Background: an optimization exercise with open tools, aiming at small area and a short achievable clock period. Do not read the settings as production practice.
The RTL was checked by simulation tests, not by an equivalence proof against the original design.

// fir
module fir (
input [15:0] signal,
input clk,
output [15:0] out,
output [15:0] f1,
output [31:0] f2,f3,f4,
output [15:0] fo1
);
Settings: LEC_CHECK=0, ABC_AREA=1, CAP_MARGIN=20, CORE_MARGIN=2, CORE_UTILIZATION=40, SLEW_MARGIN=20, SYNTH_HIERARCHICAL=1; clock period 30.0 ns.
standard.sh (not shown) runs the stock make flow with config.mk's settings and CLKGATE_MAP_FILE= SYNTH_SCRIPT=/design/flow/synth_recipe.tcl, a recipe that flattens the netlist after the stock synthesis.
==> flow/flow/run.sh <==
#!/bin/bash
# The standard layout (the standard.sh); flow/ports.tcl runs after global
# placement (port buffers, flip-flop drive), and clock tree synthesis gets its
# arguments from CTS_ARGS.
bash standard.sh DONT_BUFFER_PORTS=1 POST_GLOBAL_PLACE_TCL="$PWD/flow/ports.tcl" \
  CTS_ARGS="-sink_clustering_enable -repair_clock_nets -sink_clustering_size 40 -sink_clustering_max_diameter 60 -dont_use_dummy_load" finish > standard.log 2>&1
==> flow/flow/ports.tcl <==
# Run right after global placement.
# Port buffering in place of ORFS's own buffer_ports: every input but the clock
# gets a buf_4, every output a buf_1; the sign and exponent inputs, which fan out
# across the whole input shifter, get a buf_8 instead.
buffer_ports -inputs -buffer_cell sky130_fd_sc_hd__buf_4
buffer_ports -outputs -buffer_cell sky130_fd_sc_hd__buf_1
set block [ord::get_db_block]
foreach b {10 11 12 13 14 15} {
  foreach it [[[$block findBTerm "signal\[$b\]"] getNet] getITerms] {
    replace_cell [get_cells [[$it getInst] getName]] sky130_fd_sc_hd__buf_8
  }
}
# Stronger flip-flops (same cell, drive 4) for the registers that start the
# paths to the outputs, whose Q pins carry the largest loads.
foreach inst [get_cells *] {
  if {[regexp {^(n|s1|u)\[[0-9]+\]\$_DFF_P_$} [get_full_name $inst]] && [get_property $inst ref_name] eq "sky130_fd_sc_hd__dfxtp_1"} {
    replace_cell $inst sky130_fd_sc_hd__dfxtp_4
  }
}
Then changed:
--- a/flow/flow/ports.tcl
+++ b/flow/flow/ports.tcl
@@ -3,3 +3,3 @@
 # gets a buf_4, every output a buf_1; the sign and exponent inputs, which fan out
-# across the whole input shifter, get a buf_8 instead.
+# across the whole input shifter, get a buf_16 instead.
 buffer_ports -inputs -buffer_cell sky130_fd_sc_hd__buf_4
@@ -9,3 +9,3 @@
   foreach it [[[$block findBTerm "signal\[$b\]"] getNet] getITerms] {
-    replace_cell [get_cells [[$it getInst] getName]] sky130_fd_sc_hd__buf_8
+    replace_cell [get_cells [[$it getInst] getName]] sky130_fd_sc_hd__buf_16
   }
--- a/flow/config.mk
+++ b/flow/config.mk
@@ -10,3 +10,4 @@
 export CORE_MARGIN = 2
-export CORE_UTILIZATION = 40
+export CORE_UTILIZATION = 60
+export PLACE_DENSITY = 0.75
 export SLEW_MARGIN = 20
The new run produced a clean layout.
Via count is higher slightly.
Routed wire length shrinks by a few percent.
Worst setup slack improved by 0.14 ns.
Then changed:
--- a/flow/flow/ports.tcl
+++ b/flow/flow/ports.tcl
@@ -3,3 +3,3 @@
 # gets a buf_4, every output a buf_1; the sign and exponent inputs, which fan out
-# across the whole input shifter, get a buf_16 instead.
+# across the whole input shifter, get a buf_8 instead.
 buffer_ports -inputs -buffer_cell sky130_fd_sc_hd__buf_4
@@ -9,3 +9,3 @@
   foreach it [[[$block findBTerm "signal\[$b\]"] getNet] getITerms] {
-    replace_cell [get_cells [[$it getInst] getName]] sky130_fd_sc_hd__buf_16
+    replace_cell [get_cells [[$it getInst] getName]] sky130_fd_sc_hd__buf_8
   }
--- a/flow/config.mk
+++ b/flow/config.mk
@@ -10,4 +10,4 @@
 export CORE_MARGIN = 2
-export CORE_UTILIZATION = 60
-export PLACE_DENSITY = 0.75
+export CORE_UTILIZATION = 50
+export PLACE_DENSITY = 0.65
 export SLEW_MARGIN = 20
What happened:
- The changed run produced a clean layout
- cell count went up by about 3%
- synthesized area is unchanged
- routed wire length went up by about 1.3%
- die area went up by about 20%
- final area went up by 0.35%
- sequential cell count stays the same
- via count went down by about 0.4%
- worst setup slack degrades by 0.027 ns
- sequential share of layout area went down by 0.10 points
- critical path depth went down by 1
Then changed:
--- a/flow/config.mk
+++ b/flow/config.mk
@@ -10,4 +10,4 @@
 export CORE_MARGIN = 2
-export CORE_UTILIZATION = 50
-export PLACE_DENSITY = 0.65
+export CORE_UTILIZATION = 65
+export PLACE_DENSITY = 0.8
 export SLEW_MARGIN = 20
Result: The new run passed the timing, design-rule and antenna checks; utilization climbs by 16 points; setup slack loses 0.0037 ns; maximum frequency barely changes; global-route usage climbs by 8.4 points; cell count drops by about 3.4%; sequential cell count is unchanged; routed wire length climbs by about 4.4%; final area drops by 0.62%; synthesized area stays the same; clock-buffer cell count drops by 1.
Then changed:
==> flow/flow/ports.tcl (replaced) <==
# Run right after global placement.
# Port buffering in place of ORFS's own buffer_ports: every input but the clock
# gets a buf_4, every output a buf_1.
buffer_ports -inputs -buffer_cell sky130_fd_sc_hd__buf_4
buffer_ports -outputs -buffer_cell sky130_fd_sc_hd__buf_1
# Stronger flip-flops (same cell, drive 4) for the registers that start the
# paths to the outputs, whose Q pins carry the largest loads.
foreach inst [get_cells *] {
  if {[regexp {^(s1|u)\[[0-9]+\]\$_DFF_P_$} [get_full_name $inst]] && [get_property $inst ref_name] eq "sky130_fd_sc_hd__dfxtp_1"} {
    replace_cell $inst sky130_fd_sc_hd__dfxtp_4
  }
}
--- a/flow/config.mk
+++ b/flow/config.mk
@@ -10,4 +10,3 @@
 export CORE_MARGIN = 2
-export CORE_UTILIZATION = 65
-export PLACE_DENSITY = 0.8
+export CORE_UTILIZATION = 40
 export SLEW_MARGIN = 20
Sequential share of layout area decreases by 0.69 points.
Worst setup slack loses 0.26 ns.
Clock-buffer cell count increases by 4.
Cell area increases slightly.
Die area increases by well over a third.
Cell count increases by roughly a tenth.
Fmax decreases by a few percent.
Global-route usage decreases by 13 points.

* * *

Setup of v19:
fir again, from the RTL that the note above started with.
Design fir, start of the top module:
module fir (
input [15:0] signal,
input clk,
output [15:0] out,
output [15:0] f1,
output [31:0] f2,f3,f4,
output [15:0] fo1
);
wire sign = signal[15];
wire expo_sign = signal[14];
wire [3:0] e = signal[13:10];
wire [11:0] w = {1'b1, signal[9:0], 1'b0};
wire [26:0] wl = {15'b0, w} << e;
wire [11:0] wr = w >> e;
wire left = expo_sign & (e != 4'd0);
wire zero = (signal == 16'b0);
wire [14:0] fv = zero ? 15'b0 : (left ? wl[16:2] : {3'b0, wr});
wire fz = (fv == 15'b0);
wire [15:0] mg = {sign & fz, fv};
wire [19:0] sx = {20{~sign}};
wire signed [15:0] xq_a = {1'b0, fv ^ {15{sign}}};
wire signed [15:0] xq_b = 16'sd0;
wire signed [15:0] xq;
wire [15:0] xq__p = xq_a ^ xq_b;
wire [15:0] xq__g0 = xq_a & xq_b;
wire [15:0] xq__g = {xq__g0[15:1], xq__g0[0] | (xq__p[0] & (sign))};
wire xq__G1 = xq__g[1] | (xq__p[1] & xq__g[0]);
wire xq__P1 = xq__p[1] & xq__p[0];
wire xq__G2 = xq__g[3] | (xq__p[3] & xq__g[2]);
wire xq__P2 = xq__p[3] & xq__p[2];
wire xq__G3 = xq__g[5] | (xq__p[5] & xq__g[4]);
wire xq__P3 = xq__p[5] & xq__p[4];
wire xq__G4 = xq__g[7] | (xq__p[7] & xq__g[6]);
wire xq__P4 = xq__p[7] & xq__p[6];
wire xq__G5 = xq__g[9] | (xq__p[9] & xq__g[8]);
wire xq__P5 = xq__p[9] & xq__p[8];
wire xq__G6 = xq__g[11] | (xq__p[11] & xq__g[10]);
wire xq__P6 = xq__p[11] & xq__p[10];
wire xq__G7 = xq__g[13] | (xq__p[13] & xq__g[12]);
wire xq__P7 = xq__p[13] & xq__p[12];
wire xq__G8 = xq__g[15] | (xq__p[15] & xq__g[14]);
wire xq__P8 = xq__p[15] & xq__p[14];
wire xq__G9 = xq__g[2] | (xq__p[2] & xq__G1);
wire xq__P9 = xq__p[2] & xq__P1;
wire xq__G10 = xq__G2 | (xq__P2 & xq__G1);
wire xq__P10 = xq__P2 & xq__P1;
wire xq__G11 = xq__g[6] | (xq__p[6] & xq__G3);
wire xq__P11 = xq__p[6] & xq__P3;
wire xq__G12 = xq__G4 | (xq__P4 & xq__G3);
wire xq__P12 = xq__P4 & xq__P3;
wire xq__G13 = xq__g[10] | (xq__p[10] & xq__G5);
wire xq__P13 = xq__p[10] & xq__P5;
wire xq__G14 = xq__G6 | (xq__P6 & xq__G5);
wire xq__P14 = xq__P6 & xq__P5;
wire xq__G15 = xq__g[14] | (xq__p[14] & xq__G7);
wire xq__P15 = xq__p[14] & xq__P7;
wire xq__G16 = xq__G8 | (xq__P8 & xq__G7);
wire xq__P16 = xq__P8 & xq__P7;
wire xq__G17 = xq__g[4] | (xq__p[4] & xq__G10);
wire xq__P17 = xq__p[4] & xq__P10;
wire xq__G18 = xq__G3 | (xq__P3 & xq__G10);
wire xq__P18 = xq__P3 & xq__P10;
wire xq__G19 = xq__G11 | (xq__P11 & xq__G10);
  ...
export LEC_CHECK = 0
export ABC_AREA = 1
export CAP_MARGIN = 20
export CORE_MARGIN = 2
export CORE_UTILIZATION = 70
export PLACE_DENSITY = 0.8
export SLEW_MARGIN = 20
export SYNTH_HIERARCHICAL = 1
create_clock -name core_clock -period 30.0 [get_ports {clk}]
==> flow/flow/ports.tcl <==
# Run right after global placement.
# Port buffering in place of ORFS's own buffer_ports: every input but the clock
# gets a buf_4, every output a buf_1; the sign and exponent inputs, which fan out
# across the whole input shifter, get a buf_8 instead.
buffer_ports -inputs -buffer_cell sky130_fd_sc_hd__buf_4
buffer_ports -outputs -buffer_cell sky130_fd_sc_hd__buf_1
set block [ord::get_db_block]
foreach b {10 11 12 13 14 15} {
  foreach it [[[$block findBTerm "signal\[$b\]"] getNet] getITerms] {
    replace_cell [get_cells [[$it getInst] getName]] sky130_fd_sc_hd__buf_8
  }
}
# Stronger flip-flops (same cell, drive 4) for the registers that start the
# paths to the outputs, whose Q pins carry the largest loads.
foreach inst [get_cells *] {
  if {[regexp {^(n|s1|u)\[[0-9]+\]\$_DFF_P_$} [get_full_name $inst]] && [get_property $inst ref_name] eq "sky130_fd_sc_hd__dfxtp_1"} {
    replace_cell $inst sky130_fd_sc_hd__dfxtp_4
  }
}
Scripts as last shown in full above: flow/flow/run.sh
v19 finished every step from synthesis to the final layout, and the layout passed the timing, design-rule and antenna checks.
### v19 -> v56
# v19
export LEC_CHECK = 0
export ABC_AREA = 1
export CAP_MARGIN = 20
export CORE_MARGIN = 2
export CORE_UTILIZATION = 70
export PLACE_DENSITY = 0.8
export SLEW_MARGIN = 20
export SYNTH_HIERARCHICAL = 1
create_clock -name core_clock -period 30.0 [get_ports {clk}]
# v56
export LEC_CHECK = 0
export ABC_AREA = 1
export CAP_MARGIN = 20
export CORE_MARGIN = 2
export CORE_UTILIZATION = 60
export PLACE_DENSITY = 0.75
export SLEW_MARGIN = 20
export SYNTH_HIERARCHICAL = 1
create_clock -name core_clock -period 30.0 [get_ports {clk}]
Results
On via count, the lower figure sits with v56, not v19.
As far as fraction of area in registers is concerned, v56 and v19 perform about the same.
Looking only at data required time of the critical path, and setting everything else aside, the higher value of v19 and v56 goes to v56.
The cell area was comparable across v19 and v56.
Summary — final critical-path setup slack, v56 relative to v19: lower, by 0.0062 ns.
Looking at number of cells on the critical path, v56 sits 5.0% higher than v19 does.
--- input diff v56..v2 ---
# v56
export LEC_CHECK = 0
export ABC_AREA = 1
export CAP_MARGIN = 20
export CORE_MARGIN = 2
export CORE_UTILIZATION = 60
export PLACE_DENSITY = 0.75
export SLEW_MARGIN = 20
export SYNTH_HIERARCHICAL = 1
create_clock -name core_clock -period 30.0 [get_ports {clk}]
# v2
export LEC_CHECK = 0
export ABC_AREA = 1
export CAP_MARGIN = 20
export CORE_MARGIN = 2
export CORE_UTILIZATION = 40
export SLEW_MARGIN = 20
export SYNTH_HIERARCHICAL = 1
create_clock -name core_clock -period 30.0 [get_ports {clk}]
==> flow/flow/ports.tcl <==
# Run right after global placement.
# Port buffering in place of ORFS's own buffer_ports: every input but the clock
# gets a buf_4, every output a buf_1.
buffer_ports -inputs -buffer_cell sky130_fd_sc_hd__buf_4
buffer_ports -outputs -buffer_cell sky130_fd_sc_hd__buf_1
# Stronger flip-flops (same cell, drive 4) for the registers that start the
# paths to the outputs, whose Q pins carry the largest loads.
foreach inst [get_cells *] {
  if {[regexp {^(n\[1[1-9]\]|s1\[[0-9]+\]|u\[[0-9]+\])\$_DFF_P_$} [get_full_name $inst]] && [get_property $inst ref_name] eq "sky130_fd_sc_hd__dfxtp_1"} {
    replace_cell $inst sky130_fd_sc_hd__dfxtp_4
  }
}
--- outcome ---
On share of final-layout standard cells stronger than drive strength 1, v56 tracks v2 almost exactly. In v2 the area of the core turned out 0.017 mm^2 higher than in v56. From v56 to v2 the numbers moved as follows: floorplan row count went up about 22%; count of clock-buffer cells in the layout +about 24%; number of filler cells placed in the layout increased 2237.
--- input diff v2..v39 ---
diff --git a/flow/flow/ports.tcl b/flow/flow/ports.tcl
--- a/flow/flow/ports.tcl
+++ b/flow/flow/ports.tcl
@@ -3 +3,2 @@
-# gets a buf_4, every output a buf_1.
+# gets a buf_4, every output a buf_1; the sign and exponent inputs, which fan out
+# across the whole input shifter, get a buf_16 instead.
@@ -5,0 +7,6 @@
+set block [ord::get_db_block]
+foreach b {10 11 12 13 14 15} {
+  foreach it [[[$block findBTerm "signal\[$b\]"] getNet] getITerms] {
+    replace_cell [get_cells [[$it getInst] getName]] sky130_fd_sc_hd__buf_16
+  }
+}
@@ -9 +16 @@
-  if {[regexp {^(n\[1[1-9]\]|s1\[[0-9]+\]|u\[[0-9]+\])\$_DFF_P_$} [get_full_name $inst]] && [get_property $inst ref_name] eq "sky130_fd_sc_hd__dfxtp_1"} {
+  if {[regexp {^(n|s1|u)\[[0-9]+\]\$_DFF_P_$} [get_full_name $inst]] && [get_property $inst ref_name] eq "sky130_fd_sc_hd__dfxtp_1"} {
Findings:
v39 completed; timing, DRC and antenna clean. First-iteration DRC count on v39 is ahead of v2. v39: arrival time of data at the critical path endpoint lower than v2. Clock tree cell share of total cell area of v39 is on par with v2. v39 vs. v2: met2 layer usage reported by global route up 0.48 points; final standard cell area without fillers higher; hold slack shows no meaningful change. v2 -> v39: post-detailed-route via-to-cell ratio flat. Diff v2 -> v39: via count stayed essentially flat. First-pass GRT wire length: v39 vs v2 up 0.71%.
Relative to v39, the following input files were edited for v8:
# v39
export LEC_CHECK = 0
export ABC_AREA = 1
export CAP_MARGIN = 20
export CORE_MARGIN = 2
export CORE_UTILIZATION = 40
export SLEW_MARGIN = 20
export SYNTH_HIERARCHICAL = 1
create_clock -name core_clock -period 30.0 [get_ports {clk}]
# v8
export LEC_CHECK = 0
export ABC_AREA = 1
export CAP_MARGIN = 20
export CORE_MARGIN = 2
export CORE_UTILIZATION = 50
export PLACE_DENSITY = 0.65
export SLEW_MARGIN = 20
export SYNTH_HIERARCHICAL = 1
create_clock -name core_clock -period 30.0 [get_ports {clk}]
diff --git a/flow/flow/ports.tcl b/flow/flow/ports.tcl
--- a/flow/flow/ports.tcl
+++ b/flow/flow/ports.tcl
@@ -3,2 +3 @@
-# gets a buf_4, every output a buf_1; the sign and exponent inputs, which fan out
-# across the whole input shifter, get a buf_16 instead.
+# gets a buf_4, every output a buf_1.
@@ -7,6 +5,0 @@
-set block [ord::get_db_block]
-foreach b {10 11 12 13 14 15} {
-  foreach it [[[$block findBTerm "signal\[$b\]"] getNet] getITerms] {
-    replace_cell [get_cells [[$it getInst] getName]] sky130_fd_sc_hd__buf_16
-  }
-}
Findings:
Changes observed in v8 relative to v39: fmax was more or less identical, area growth from synthesis to final layout went down.
In v8 relative to v39, global-route wire length before repair had gone down slightly.
Re pre-CTS worst setup slack: v8 is 0.0063 ns down on v39.
Diff v39 -> v8: largest stage delay on the critical path flat; share of the clock period used by the worst path flat; global-route usage over all layers up 4.7 points.

-- re-timing with driven ports --
In the flow no input, the clock included, has a driving cell. The finished layouts below were timed again as built, in two steps. Step 1, drivers: a clkbuf_16 drives clk and a buf_2 each remaining input, both assumed. Step 2 times the ports against the registers' clock, not the clock port: input delays grow and output delays shrink by t, the midpoint of the rising clock arrivals with the driver on. Slacks: ideal / step 1 / step 2; pairs: ideal / step 1.
run | shift t [ns] | setup WS [ns] | clock arrival spread, ns | worst slew at a driven data input, ns
the first run of note 1 | 0.617 | 21.213 / 21.227 / 20.610 | 0.083 / 0.083 | 0.05
the second run of note 1 | 0.594 | 21.353 / 21.302 / 20.754 | 0.063 / 0.063 | 0.08
the third run of note 1 | 0.605 | 21.326 / 21.286 / 20.735 | 0.047 / 0.047 | 0.05
the fourth run of note 1 | 0.595 | 21.322 / 21.275 / 20.754 | 0.060 / 0.059 | 0.05
the fifth run of note 1 | 0.611 | 21.060 / 21.009 / 20.568 | 0.087 / 0.087 | 0.03
v19 | 0.592 | 21.325 / 21.296 / 20.749 | 0.106 / 0.106 | 0.05
v56 | 0.600 | 21.319 / 21.309 / 20.736 | 0.064 / 0.064 | 0.05
v2 | 0.615 | 21.130 / 21.162 / 20.547 | 0.078 / 0.077 | 0.03
v39 | 0.613 | 21.244 / 21.226 / 20.614 | 0.071 / 0.071 | 0.10
v8 | 0.603 | 21.251 / 21.273 / 20.670 | 0.049 / 0.050 | 0.03
After both steps setup and hold are still met in every run listed. The setup slack of v39, which loses most, moves by -0.018 ns with the drivers and by -0.630 ns with both steps.
